From an optimization exercise on the open Yosys and OpenROAD flow, aimed at a short achievable clock period and few clock cycles per item; shortcuts taken in it are not production practice.
Only simulation tests tie the RTL to the original design; equivalence was not proved.

==> delta: inputs <==
==> flow/design.v <==
module Raptor64Div(rst, clk, ld, sgn, isDivi, a, b, imm, qo, ro, dvByZr, done);
input clk;
input rst;
input ld;
input sgn;
input isDivi;
input [63:0] a;
input [63:0] b;
input [63:0] imm;
output [63:0] qo;
output [63:0] ro;
output done;
output dvByZr;
reg dvByZr;
localparam IDLE = 3'd0;
localparam NORM = 3'd1;
localparam ITER = 3'd2;
localparam DONE = 3'd3;
localparam NEG = 3'd4;
reg [2:0] state;
assign done = state==DONE;
wire [63:0] dsel = isDivi ? imm : b;
wire sa = sgn & a[63];
wire sd = sgn & dsel[63];
wire [63:0] a_neg = -a;
wire [63:0] d_neg = -dsel;
wire [63:0] a_abs = sa ? a_neg : a;
wire [63:0] d_abs = sd ? d_neg : dsel;
wire [63:0] ta = sa ? ~a : a;
wire [63:0] td = sd ? ~dsel : dsel;
wire pa = sa & (&(~ta[63:1] | ta[62:0]));
wire pd = sd & (&(~td[63:1] | td[62:0]));
wire [6:0] lzta, lztd;
Raptor64Div_lzc u_lza(.x(ta), .n(lzta));
Raptor64Div_lzc u_lzd(.x(td), .n(lztd));
wire [6:0] lza = lzta - {6'd0, pa};
wire [6:0] lzd = lztd - {6'd0, pd};
wire lz_gt = lzta > lztd;
wire lz_ge = lzta >= lztd;
wire lz_gt1 = lzta > lztd + 7'd1;
wire dz = dsel == 64'd0;
wire qk = (pa == pd) ? lz_gt : pa ? lz_gt1 : lz_ge;
reg [63:0] A, D;
reg [6:0] lzA, lzD;
reg so;
wire [7:0] nb = {1'b0, lzD} - {1'b0, lzA} + 8'd4;	 
reg [4:0] m;				 
reg [6:0] shamt;			 
always @*
	case (nb)
	8'd0: begin m = 5'd1; shamt = 7'd60; end
	8'd1: begin m = 5'd1; shamt = 7'd60; end
	8'd2: begin m = 5'd1; shamt = 7'd60; end
	8'd3: begin m = 5'd1; shamt = 7'd60; end
	8'd4: begin m = 5'd1; shamt = 7'd60; end
	8'd5: begin m = 5'd1; shamt = 7'd60; end
	8'd6: begin m = 5'd1; shamt = 7'd60; end
	8'd7: begin m = 5'd1; shamt = 7'd60; end
	8'd8: begin m = 5'd2; shamt = 7'd56; end
	8'd9: begin m = 5'd2; shamt = 7'd56; end
	8'd10: begin m = 5'd2; shamt = 7'd56; end
	8'd11: begin m = 5'd2; shamt = 7'd56; end
	8'd12: begin m = 5'd3; shamt = 7'd52; end
	8'd13: begin m = 5'd3; shamt = 7'd52; end
	8'd14: begin m = 5'd3; shamt = 7'd52; end
	8'd15: begin m = 5'd3; shamt = 7'd52; end
	8'd16: begin m = 5'd4; shamt = 7'd48; end
	8'd17: begin m = 5'd4; shamt = 7'd48; end
	8'd18: begin m = 5'd4; shamt = 7'd48; end
	8'd19: begin m = 5'd4; shamt = 7'd48; end
	8'd20: begin m = 5'd5; shamt = 7'd44; end
	8'd21: begin m = 5'd5; shamt = 7'd44; end
	8'd22: begin m = 5'd5; shamt = 7'd44; end
	8'd23: begin m = 5'd5; shamt = 7'd44; end
	8'd24: begin m = 5'd6; shamt = 7'd40; end
	8'd25: begin m = 5'd6; shamt = 7'd40; end
	8'd26: begin m = 5'd6; shamt = 7'd40; end
	8'd27: begin m = 5'd6; shamt = 7'd40; end
	8'd28: begin m = 5'd7; shamt = 7'd36; end
	8'd29: begin m = 5'd7; shamt = 7'd36; end
	8'd30: begin m = 5'd7; shamt = 7'd36; end
	8'd31: begin m = 5'd7; shamt = 7'd36; end
	8'd32: begin m = 5'd8; shamt = 7'd32; end
	8'd33: begin m = 5'd8; shamt = 7'd32; end
	8'd34: begin m = 5'd8; shamt = 7'd32; end
	8'd35: begin m = 5'd8; shamt = 7'd32; end
	8'd36: begin m = 5'd9; shamt = 7'd28; end
	8'd37: begin m = 5'd9; shamt = 7'd28; end
	8'd38: begin m = 5'd9; shamt = 7'd28; end
	8'd39: begin m = 5'd9; shamt = 7'd28; end
	8'd40: begin m = 5'd10; shamt = 7'd24; end
	8'd41: begin m = 5'd10; shamt = 7'd24; end
	8'd42: begin m = 5'd10; shamt = 7'd24; end
	8'd43: begin m = 5'd10; shamt = 7'd24; end
	8'd44: begin m = 5'd11; shamt = 7'd20; end
	8'd45: begin m = 5'd11; shamt = 7'd20; end
	8'd46: begin m = 5'd11; shamt = 7'd20; end
	8'd47: begin m = 5'd11; shamt = 7'd20; end
	8'd48: begin m = 5'd12; shamt = 7'd16; end
	8'd49: begin m = 5'd12; shamt = 7'd16; end
	8'd50: begin m = 5'd12; shamt = 7'd16; end
	8'd51: begin m = 5'd12; shamt = 7'd16; end
	8'd52: begin m = 5'd13; shamt = 7'd12; end
	8'd53: begin m = 5'd13; shamt = 7'd12; end
	8'd54: begin m = 5'd13; shamt = 7'd12; end
	8'd55: begin m = 5'd13; shamt = 7'd12; end
	8'd56: begin m = 5'd14; shamt = 7'd8; end
	8'd57: begin m = 5'd14; shamt = 7'd8; end
	8'd58: begin m = 5'd14; shamt = 7'd8; end
	8'd59: begin m = 5'd14; shamt = 7'd8; end
	8'd60: begin m = 5'd15; shamt = 7'd4; end
	8'd61: begin m = 5'd15; shamt = 7'd4; end
	8'd62: begin m = 5'd15; shamt = 7'd4; end
	8'd63: begin m = 5'd15; shamt = 7'd4; end
	8'd64: begin m = 5'd16; shamt = 7'd0; end
	8'd65: begin m = 5'd16; shamt = 7'd0; end
	8'd66: begin m = 5'd16; shamt = 7'd0; end
	8'd67: begin m = 5'd16; shamt = 7'd0; end
	default: begin m = 5'd16; shamt = 7'd0; end
	endcase
wire [127:0] ash = {64'd0, A} << shamt;
reg [63:0] r;			 
reg [63:0] rc1;			 
reg [63:0] qs;		 
reg [63:0] Q, QM;		 
reg [4:0] cnt;
reg lst;				 
wire [67:0] rp = {r, qs[63:60]};
wire [67:0] rpc [0:1];
assign rpc[0] = rp;
assign rpc[1] = {rc1 ^ {64{1'b1}}, qs[63:60]};
wire [67:0] DD = {4'd0, D};
wire [67:0] M [0:15];
assign M[0] = 68'd0;
assign M[1] = {4'd0, D};
assign M[2] = {M[1][66:0], 1'd0};
reg [67:0] M3;
assign M[3] = M3;
wire [67:0] M3_n = (DD << 1) + (DD << 0);
assign M[4] = {M[1][65:0], 2'd0};
reg [67:0] M5;
assign M[5] = M5;
wire [67:0] M5_n = (DD << 2) + (DD << 0);
assign M[6] = {M[3][66:0], 1'd0};
reg [67:0] M7;
assign M[7] = M7;
wire [67:0] M7_n = (DD << 3) - (DD << 0);
assign M[8] = {M[1][64:0], 3'd0};
reg [67:0] M9;
assign M[9] = M9;
wire [67:0] M9_n = (DD << 3) + (DD << 0);
assign M[10] = {M[5][66:0], 1'd0};
reg [67:0] M11;
assign M[11] = M11;
wire [67:0] M11_s0 = (DD << 3) ^ (DD << 1) ^ (DD << 0);
wire [67:0] M11_c0x = ((DD << 3) & (DD << 1)) | ((DD << 3) & (DD << 0)) | ((DD << 1) & (DD << 0));
wire [67:0] M11_c0 = {M11_c0x[66:0], 1'b0};
wire [67:0] M11_n = M11_s0 + M11_c0;
assign M[12] = {M[3][65:0], 2'd0};
reg [67:0] M13;
assign M[13] = M13;
wire [67:0] M13_s0 = (DD << 3) ^ (DD << 2) ^ (DD << 0);
wire [67:0] M13_c0x = ((DD << 3) & (DD << 2)) | ((DD << 3) & (DD << 0)) | ((DD << 2) & (DD << 0));
wire [67:0] M13_c0 = {M13_c0x[66:0], 1'b0};
wire [67:0] M13_n = M13_s0 + M13_c0;
assign M[14] = {M[7][66:0], 1'd0};
reg [67:0] M15;
assign M[15] = M15;
wire [67:0] M15_n = (DD << 4) - (DD << 0);
wire [15:0] ge;
wire [63:0] cand [0:15];
assign ge[0] = 1'b1;
assign cand[0] = rp[63:0];
genvar j;
generate
for (j = 1; j < 16; j = j + 1) begin : g_cmp
	wire [68:0] df = {1'b0, rpc[j % 2]} - {1'b0, M[j]};
	Raptor64Div_ge u_ge(.x(rpc[j % 2]), .y(M[j]), .ge(ge[j]));
	assign cand[j] = df[63:0];
end
endgenerate
wire [15:0] sel;
generate
for (j = 0; j < 15; j = j + 1) begin : g_sel
	assign sel[j] = ge[j] & ~ge[j+1];
end
endgenerate
assign sel[15] = ge[15];
wire [63:0] ao [0:16];
wire [3:0] dgo [0:16];
assign ao[0] = 64'd0;
assign dgo[0] = 4'd0;
generate
for (j = 0; j < 16; j = j + 1) begin : g_ao
	assign ao[j+1] = ao[j] | ({64{sel[j]}} & cand[j]);
	assign dgo[j+1] = dgo[j] | ({4{sel[j]}} & j);
end
endgenerate
wire [63:0] rn = ao[16];
wire [3:0] dg = dgo[16];
wire [63:0] Qn = {Q[59:0], dg};
wire [63:0] QMn = dg != 4'd0 ? {Q[59:0], dg - 4'd1} : {QM[59:0], {4{1'b1}}};
always @(posedge clk)
if (rst)
	state <= IDLE;
else
	case (state)
	IDLE: if (ld) state <= (dz | qk) ? DONE : NORM;
	NORM: state <= ITER;
	ITER: if (lst) state <= so ? NEG : DONE;
	DONE: state <= IDLE;
	default: state <= DONE;
	endcase
always @(posedge clk)
begin
case (state)
IDLE, DONE:
	begin
		A <= a_abs;
		D <= d_abs;
		lzA <= lza;
		lzD <= lzd;
		so <= sa ^ sd;
		dvByZr <= dz;
		Q <= {{63{dz & ~sa}}, dz};
		r <= sd ? a_neg : a;
		rc1 <= (sd ? a_neg : a) ^ {64{1'b1}};
	end
NORM:
	begin
		r <= ash[127:64];
		rc1 <= (ash[127:64]) ^ {64{1'b1}};
		qs <= ash[63:0];
		Q <= 64'd0;
		QM <= {64{1'b1}};
		cnt <= m;
		lst <= m == 1;
	end
NEG:
	begin
		r <= -r;
		rc1 <= (-r) ^ {64{1'b1}};
	end
default:	 
	begin
		r <= rn;
		rc1 <= (rn) ^ {64{1'b1}};
		qs <= {qs[59:0], 4'd0};
		Q <= lst ? (so ? ~QMn : Qn) : Qn;
		QM <= QMn;
		cnt <= cnt - 1'd1;
		lst <= cnt == 2;
	end
endcase
	M3 <= M3_n;
	M5 <= M5_n;
	M7 <= M7_n;
	M9 <= M9_n;
	M11 <= M11_n;
	M13 <= M13_n;
	M15 <= M15_n;
end
assign qo = Q;
assign ro = r;
endmodule
module Raptor64Div_lzc(input [63:0] x, output [6:0] n);
wire [15:0] v1;
wire [31:0] c1;
genvar i;
generate
for (i = 0; i < 16; i = i + 1) begin : g_n
	wire [3:0] w = x[4*i+3:4*i];
	assign v1[i] = |w;
	assign c1[2*i+1:2*i] = w[3] ? 2'd0 : w[2] ? 2'd1 : w[1] ? 2'd2 : 2'd3;
end
endgenerate
wire [7:0] v2;
wire [23:0] c2;
generate
for (i = 0; i < 8; i = i + 1) begin : g_2
	assign v2[i] = v1[2*i+1] | v1[2*i];
	assign c2[3*i+2:3*i] = v1[2*i+1] ? {1'b0, c1[4*i+3:4*i+2]} : {1'b1, c1[4*i+1:4*i]};
end
endgenerate
wire [3:0] v3;
wire [15:0] c3;
generate
for (i = 0; i < 4; i = i + 1) begin : g_3
	assign v3[i] = v2[2*i+1] | v2[2*i];
	assign c3[4*i+3:4*i] = v2[2*i+1] ? {1'b0, c2[6*i+5:6*i+3]} : {1'b1, c2[6*i+2:6*i]};
end
endgenerate
wire [1:0] v4;
wire [9:0] c4;
generate
for (i = 0; i < 2; i = i + 1) begin : g_4
	assign v4[i] = v3[2*i+1] | v3[2*i];
	assign c4[5*i+4:5*i] = v3[2*i+1] ? {1'b0, c3[8*i+7:8*i+4]} : {1'b1, c3[8*i+3:8*i]};
end
endgenerate
assign n = v4[1] ? {2'b00, c4[9:5]} : v4[0] ? {2'b01, c4[4:0]} : 7'd64;
endmodule
module Raptor64Div_ge(input [67:0] x, input [67:0] y, output ge);
wire [127:0] g0, p0;
assign g0[0] = x[0] | ~y[0];
assign p0[0] = 1'b0;
assign g0[67:1] = x[67:1] & ~y[67:1];
assign p0[67:1] = x[67:1] | ~y[67:1];
assign g0[127:68] = 60'd0;
assign p0[127:68] = {60{1'b1}};
wire [63:0] g1, p1;
genvar i1;
generate
for (i1 = 0; i1 < 64; i1 = i1 + 1) begin : t1
	assign g1[i1] = g0[2*i1+1] | p0[2*i1+1] & g0[2*i1];
	assign p1[i1] = p0[2*i1+1] & p0[2*i1];
end
endgenerate
wire [31:0] g2, p2;
genvar i2;
generate
for (i2 = 0; i2 < 32; i2 = i2 + 1) begin : t2
	assign g2[i2] = g1[2*i2+1] | p1[2*i2+1] & g1[2*i2];
	assign p2[i2] = p1[2*i2+1] & p1[2*i2];
end
endgenerate
wire [15:0] g3, p3;
genvar i3;
generate
for (i3 = 0; i3 < 16; i3 = i3 + 1) begin : t3
	assign g3[i3] = g2[2*i3+1] | p2[2*i3+1] & g2[2*i3];
	assign p3[i3] = p2[2*i3+1] & p2[2*i3];
end
endgenerate
wire [7:0] g4, p4;
genvar i4;
generate
for (i4 = 0; i4 < 8; i4 = i4 + 1) begin : t4
	assign g4[i4] = g3[2*i4+1] | p3[2*i4+1] & g3[2*i4];
	assign p4[i4] = p3[2*i4+1] & p3[2*i4];
end
endgenerate
wire [3:0] g5, p5;
genvar i5;
generate
for (i5 = 0; i5 < 4; i5 = i5 + 1) begin : t5
	assign g5[i5] = g4[2*i5+1] | p4[2*i5+1] & g4[2*i5];
	assign p5[i5] = p4[2*i5+1] & p4[2*i5];
end
endgenerate
wire [1:0] g6, p6;
genvar i6;
generate
for (i6 = 0; i6 < 2; i6 = i6 + 1) begin : t6
	assign g6[i6] = g5[2*i6+1] | p5[2*i6+1] & g5[2*i6];
	assign p6[i6] = p5[2*i6+1] & p5[2*i6];
end
endgenerate
wire [0:0] g7, p7;
genvar i7;
generate
for (i7 = 0; i7 < 1; i7 = i7 + 1) begin : t7
	assign g7[i7] = g6[2*i7+1] | p6[2*i7+1] & g6[2*i7];
	assign p7[i7] = p6[2*i7+1] & p6[2*i7];
end
endgenerate
assign ge = g7[0];
endmodule
==> flow/run.sh <==
#!/bin/bash
# synth_recipe.tcl (not shown) runs the flow's synth.tcl, then flattens the netlist and writes it again
# the make line also repeats each setting of config.mk as NAME=value (left out here)
make -C /OpenROAD-flow-scripts/flow DESIGN_CONFIG=/design/flow/config.mk WORK_HOME=/design/flow/orfs CLKGATE_MAP_FILE= SYNTH_SCRIPT=/design/flow/synth_recipe.tcl finish
==> flow/config.mk <==
export PLATFORM = sky130hd
export DESIGN_NAME = Raptor64Div
export DESIGN_NICKNAME = Raptor64Div
export VERILOG_FILES = /design/flow/design.v
export SDC_FILE = /design/flow/constraint.sdc
export NUM_CORES = 4
export LEC_CHECK = 0
export CAP_MARGIN = 30
export CORE_MARGIN = 2
export CORE_UTILIZATION = 25
export PLACE_DENSITY = 0.45
export SETUP_SLACK_MARGIN = 4.0
export SLEW_MARGIN = 40
==> flow/constraint.sdc <==
create_clock -name core_clock -period 8.0 [get_ports {clk}]
set_input_delay 1.6000 -clock core_clock [delete_from_list [all_inputs] [get_ports {clk}]]
set_output_delay 1.6000 -clock core_clock [all_outputs]
set_load 0.01 [all_outputs]
==> inputs of amber, as changes to delta <==
--- a/flow/design.v
+++ b/flow/design.v
@@ -35,13 +35,24 @@
 Raptor64Div_lzc u_lzd(.x(td), .n(lztd));
 wire [6:0] lza = lzta - {6'd0, pa};
 wire [6:0] lzd = lztd - {6'd0, pd};
-wire lz_gt = lzta > lztd;
-wire lz_ge = lzta >= lztd;
-wire lz_gt1 = lzta > lztd + 7'd1;
+wire [63:0] ls0 = td;
+wire [63:0] ls1 = ls0 | {1'd0, ls0[63:1]};
+wire [63:0] ls2 = ls1 | {2'd0, ls1[63:2]};
+wire [63:0] ls3 = ls2 | {4'd0, ls2[63:4]};
+wire [63:0] ls4 = ls3 | {8'd0, ls3[63:8]};
+wire [63:0] ls5 = ls4 | {16'd0, ls4[63:16]};
+wire [63:0] ls6 = ls5 | {32'd0, ls5[63:32]};
+wire [63:0] ls = ls6;
+wire lz_ge = ~|(ta & ~ls);						 
+wire lz_gt = ls[0] & ~|(ta & ~{1'b0, ls[63:1]});	 
+wire lz_gt1 = ls[1] & ~|(ta & ~{2'b0, ls[63:2]});	 
 wire dz = dsel == 64'd0;
 wire qk = (pa == pd) ? lz_gt : pa ? lz_gt1 : lz_ge;
 reg [63:0] A, D;
-reg [6:0] lzA, lzD;
+reg [6:0] lzTA, lzTD;
+reg pA, pD;
+wire [6:0] lzA = lzTA - {6'd0, pA};
+wire [6:0] lzD = lzTD - {6'd0, pD};
 reg so;
 wire [7:0] nb = {1'b0, lzD} - {1'b0, lzA} + 8'd4;	 
 reg [4:0] m;				 
@@ -199,13 +210,22 @@
 wire [63:0] rn = ao[16];
 wire [3:0] dg = dgo[16];
 wire [63:0] Qn = {Q[59:0], dg};
-wire [63:0] QMn = dg != 4'd0 ? {Q[59:0], dg - 4'd1} : {QM[59:0], {4{1'b1}}};
+wire [3:0] dgmo [0:16];
+assign dgmo[0] = 4'd0;
+assign dgmo[1] = 4'd0;
+generate
+for (j = 1; j < 16; j = j + 1) begin : g_dgm
+	assign dgmo[j+1] = dgmo[j] | ({4{sel[j]}} & (j - 1));
+end
+endgenerate
+wire [3:0] dgm1 = dgmo[16];	 
+wire [63:0] QMn = sel[0] ? {QM[59:0], {4{1'b1}}} : {Q[59:0], dgm1};
 always @(posedge clk)
 if (rst)
 	state <= IDLE;
 else
 	case (state)
-	IDLE: if (ld) state <= (dz | qk) ? DONE : NORM;
+	IDLE: if (ld) state <= dz ? DONE : qk ? (sd ? NEG : DONE) : NORM;
 	NORM: state <= ITER;
 	ITER: if (lst) state <= so ? NEG : DONE;
 	DONE: state <= IDLE;
@@ -218,13 +238,16 @@
 	begin
 		A <= a_abs;
 		D <= d_abs;
-		lzA <= lza;
-		lzD <= lzd;
+		lzTA <= lzta;
+		lzTD <= lztd;
+		pA <= pa;
+		pD <= pd;
 		so <= sa ^ sd;
 		dvByZr <= dz;
 		Q <= {{63{dz & ~sa}}, dz};
-		r <= sd ? a_neg : a;
-		rc1 <= (sd ? a_neg : a) ^ {64{1'b1}};
+		QM <= {64{1'b1}};
+		r <= a;
+		rc1 <= (a) ^ {64{1'b1}};
 	end
 NORM:
 	begin
@@ -240,13 +263,14 @@
 	begin
 		r <= -r;
 		rc1 <= (-r) ^ {64{1'b1}};
+		Q <= ~QM;
 	end
 default:	 
 	begin
 		r <= rn;
 		rc1 <= (rn) ^ {64{1'b1}};
 		qs <= {qs[59:0], 4'd0};
-		Q <= lst ? (so ? ~QMn : Qn) : Qn;
+		Q <= Qn;
 		QM <= QMn;
 		cnt <= cnt - 1'd1;
 		lst <= cnt == 2;
==> inputs of indigo, as changes to delta <==
--- a/flow/design.v
+++ b/flow/design.v
@@ -44,91 +44,15 @@
 reg [6:0] lzA, lzD;
 reg so;
 wire [7:0] nb = {1'b0, lzD} - {1'b0, lzA} + 8'd4;	 
-reg [4:0] m;				 
-reg [6:0] shamt;			 
-always @*
-	case (nb)
-	8'd0: begin m = 5'd1; shamt = 7'd60; end
-	8'd1: begin m = 5'd1; shamt = 7'd60; end
-	8'd2: begin m = 5'd1; shamt = 7'd60; end
-	8'd3: begin m = 5'd1; shamt = 7'd60; end
-	8'd4: begin m = 5'd1; shamt = 7'd60; end
-	8'd5: begin m = 5'd1; shamt = 7'd60; end
-	8'd6: begin m = 5'd1; shamt = 7'd60; end
-	8'd7: begin m = 5'd1; shamt = 7'd60; end
-	8'd8: begin m = 5'd2; shamt = 7'd56; end
-	8'd9: begin m = 5'd2; shamt = 7'd56; end
-	8'd10: begin m = 5'd2; shamt = 7'd56; end
-	8'd11: begin m = 5'd2; shamt = 7'd56; end
-	8'd12: begin m = 5'd3; shamt = 7'd52; end
-	8'd13: begin m = 5'd3; shamt = 7'd52; end
-	8'd14: begin m = 5'd3; shamt = 7'd52; end
-	8'd15: begin m = 5'd3; shamt = 7'd52; end
-	8'd16: begin m = 5'd4; shamt = 7'd48; end
-	8'd17: begin m = 5'd4; shamt = 7'd48; end
-	8'd18: begin m = 5'd4; shamt = 7'd48; end
-	8'd19: begin m = 5'd4; shamt = 7'd48; end
-	8'd20: begin m = 5'd5; shamt = 7'd44; end
-	8'd21: begin m = 5'd5; shamt = 7'd44; end
-	8'd22: begin m = 5'd5; shamt = 7'd44; end
-	8'd23: begin m = 5'd5; shamt = 7'd44; end
-	8'd24: begin m = 5'd6; shamt = 7'd40; end
-	8'd25: begin m = 5'd6; shamt = 7'd40; end
-	8'd26: begin m = 5'd6; shamt = 7'd40; end
-	8'd27: begin m = 5'd6; shamt = 7'd40; end
-	8'd28: begin m = 5'd7; shamt = 7'd36; end
-	8'd29: begin m = 5'd7; shamt = 7'd36; end
-	8'd30: begin m = 5'd7; shamt = 7'd36; end
-	8'd31: begin m = 5'd7; shamt = 7'd36; end
-	8'd32: begin m = 5'd8; shamt = 7'd32; end
-	8'd33: begin m = 5'd8; shamt = 7'd32; end
-	8'd34: begin m = 5'd8; shamt = 7'd32; end
-	8'd35: begin m = 5'd8; shamt = 7'd32; end
-	8'd36: begin m = 5'd9; shamt = 7'd28; end
-	8'd37: begin m = 5'd9; shamt = 7'd28; end
-	8'd38: begin m = 5'd9; shamt = 7'd28; end
-	8'd39: begin m = 5'd9; shamt = 7'd28; end
-	8'd40: begin m = 5'd10; shamt = 7'd24; end
-	8'd41: begin m = 5'd10; shamt = 7'd24; end
-	8'd42: begin m = 5'd10; shamt = 7'd24; end
-	8'd43: begin m = 5'd10; shamt = 7'd24; end
-	8'd44: begin m = 5'd11; shamt = 7'd20; end
-	8'd45: begin m = 5'd11; shamt = 7'd20; end
-	8'd46: begin m = 5'd11; shamt = 7'd20; end
-	8'd47: begin m = 5'd11; shamt = 7'd20; end
-	8'd48: begin m = 5'd12; shamt = 7'd16; end
-	8'd49: begin m = 5'd12; shamt = 7'd16; end
-	8'd50: begin m = 5'd12; shamt = 7'd16; end
-	8'd51: begin m = 5'd12; shamt = 7'd16; end
-	8'd52: begin m = 5'd13; shamt = 7'd12; end
-	8'd53: begin m = 5'd13; shamt = 7'd12; end
-	8'd54: begin m = 5'd13; shamt = 7'd12; end
-	8'd55: begin m = 5'd13; shamt = 7'd12; end
-	8'd56: begin m = 5'd14; shamt = 7'd8; end
-	8'd57: begin m = 5'd14; shamt = 7'd8; end
-	8'd58: begin m = 5'd14; shamt = 7'd8; end
-	8'd59: begin m = 5'd14; shamt = 7'd8; end
-	8'd60: begin m = 5'd15; shamt = 7'd4; end
-	8'd61: begin m = 5'd15; shamt = 7'd4; end
-	8'd62: begin m = 5'd15; shamt = 7'd4; end
-	8'd63: begin m = 5'd15; shamt = 7'd4; end
-	8'd64: begin m = 5'd16; shamt = 7'd0; end
-	8'd65: begin m = 5'd16; shamt = 7'd0; end
-	8'd66: begin m = 5'd16; shamt = 7'd0; end
-	8'd67: begin m = 5'd16; shamt = 7'd0; end
-	default: begin m = 5'd16; shamt = 7'd0; end
-	endcase
-wire [127:0] ash = {64'd0, A} << shamt;
+wire [4:0] m = nb / 4;				 
+wire [4:0] shd = 16 - m;			 
+wire [127:0] ash = {64'd0, A} << (shd * 4);
 reg [63:0] r;			 
-reg [63:0] rc1;			 
 reg [63:0] qs;		 
 reg [63:0] Q, QM;		 
 reg [4:0] cnt;
 reg lst;				 
 wire [67:0] rp = {r, qs[63:60]};
-wire [67:0] rpc [0:1];
-assign rpc[0] = rp;
-assign rpc[1] = {rc1 ^ {64{1'b1}}, qs[63:60]};
 wire [67:0] DD = {4'd0, D};
 wire [67:0] M [0:15];
 assign M[0] = 68'd0;
@@ -174,8 +98,8 @@
 genvar j;
 generate
 for (j = 1; j < 16; j = j + 1) begin : g_cmp
-	wire [68:0] df = {1'b0, rpc[j % 2]} - {1'b0, M[j]};
-	Raptor64Div_ge u_ge(.x(rpc[j % 2]), .y(M[j]), .ge(ge[j]));
+	wire [68:0] df = {1'b0, rp} - {1'b0, M[j]};
+	Raptor64Div_ge u_ge(.x(rp), .y(M[j]), .ge(ge[j]));
 	assign cand[j] = df[63:0];
 end
 endgenerate
@@ -224,12 +148,10 @@
 		dvByZr <= dz;
 		Q <= {{63{dz & ~sa}}, dz};
 		r <= sd ? a_neg : a;
-		rc1 <= (sd ? a_neg : a) ^ {64{1'b1}};
 	end
 NORM:
 	begin
 		r <= ash[127:64];
-		rc1 <= (ash[127:64]) ^ {64{1'b1}};
 		qs <= ash[63:0];
 		Q <= 64'd0;
 		QM <= {64{1'b1}};
@@ -237,14 +159,10 @@
 		lst <= m == 1;
 	end
 NEG:
-	begin
-		r <= -r;
-		rc1 <= (-r) ^ {64{1'b1}};
-	end
+	r <= -r;
 default:	 
 	begin
 		r <= rn;
-		rc1 <= (rn) ^ {64{1'b1}};
 		qs <= {qs[59:0], 4'd0};
 		Q <= lst ? (so ? ~QMn : Qn) : Qn;
 		QM <= QMn;
Settings changed: CAP_MARGIN 30 to 20, SLEW_MARGIN 40 to 20.
==> comparison <==
In amber the setup slack is higher than in delta, by 0.097 ns.
Final area: amber > delta > indigo.
The lowest sequential cell count belongs to indigo, the highest to amber.
The lowest core utilization belongs to indigo, the highest to amber.
The lowest critical path depth belongs to delta, the highest to indigo.
Die area: amber > delta > indigo.
Cell count, highest first: amber, delta, indigo.
Between delta and amber, the lower register-to-register slack is in delta (gap 0.097 ns).
==> figures <==
| item | amber | indigo | delta |
|---|---|---|---|
| Reg-to-reg endpoint | r[53]$_DFF_P_ | Q[37]$_DFFE_PN_ | Q[9]$_DFFE_PN_ |
| Number of cells produced by synthesis | 20100 | 19300 | 19700 |
| Required time at the endpoint of the critical path | 8.76 ns | 8.61 ns | 8.60 ns |
| Reg area | 21800 um^2 | 20900 um^2 | 22200 um^2 |
| Capturing element of the worst setup path | r[53]$_DFF_P_ | Q[37]$_DFFE_PN_ | Q[9]$_DFFE_PN_ |
| Sequential share of cell area | 10.2% | 10.6% | 10.8% |
| Final net count | 25100 | 23600 | 24200 |
| Clk latency of the worst-skew pair | 0.97 ns | 0.98 ns | 0.99 ns |
| Layout buffering overhead excluding clock cells | 14.0% | 11.9% | 12.6% |
| Post-route non-filler standard cell count | 30600 | 28800 | 29500 |
| Routing usage on met3 | 12.6% | 8.08% | 11.7% |
| Vias in the first global route | 175000 | 162000 | 166000 |
| Parity-gate share of the synthesized area counting xor and xnor cells | 8.37% | 8.94% | 8.48% |
| Worst Skew | 0.104 ns | 0.100 ns | 0.130 ns |
| Minimum period implied by the final worst setup slack | 5.74 ns | 5.98 ns | 5.83 ns |
| Post-detailed-placement cell area | 172000 um^2 | 164000 um^2 | 169000 um^2 |
| Outcome | timing/DRC/antenna clean | timing/DRC/antenna clean | timing/DRC/antenna clean |
| Worst hold start | Q[21]$_DFF_P_ | qs[53]$_DFFE_PN_ | qs[26]$_DFFE_PN_ |
Testbench counts of delta, summed over its fixed seeds: cycles 14,287, items 2,400.
Testbench counts of amber, summed over its fixed seeds: cycles 14,496, items 2,400.
Testbench counts of indigo, summed over its fixed seeds: cycles 14,287, items 2,400.

-- re-timing with driven ports --
The flow's constraints put no driver on any port. The routed layouts listed below were extracted and timed again, unchanged, in two steps.
Step 1 (the two cells are an assumption about what drives the block):
set clk [get_ports {clk}]
set_driving_cell -lib_cell sky130_fd_sc_hd__clkbuf_16 $clk
set_driving_cell -lib_cell sky130_fd_sc_hd__buf_2 [delete_from_list [all_inputs] $clk]
Step 2 times the ports against the registers' clock, not the clock port: input delays grow and output delays shrink by t, the midpoint of the rising clock arrivals with the driver on.
Three values: no drivers, after step 1, after step 2; two values: the first two.
| run | shift t [ns] | setup WS [ns] | cell pins on the clock port's net |
|---|---|---|---|
| delta | 1.053 | 2.166 / 2.166 / 1.572 | 1 |
| amber | 1.062 | 2.263 / 2.263 / 2.176 | 1 |
| indigo | 1.055 | 2.018 / 2.018 / 1.609 | 1 |
After both steps setup and hold are still met in every run listed. For delta, which loses most, drivers alone change the setup slack by 0.000 ns; drivers and shift together by -0.594 ns.
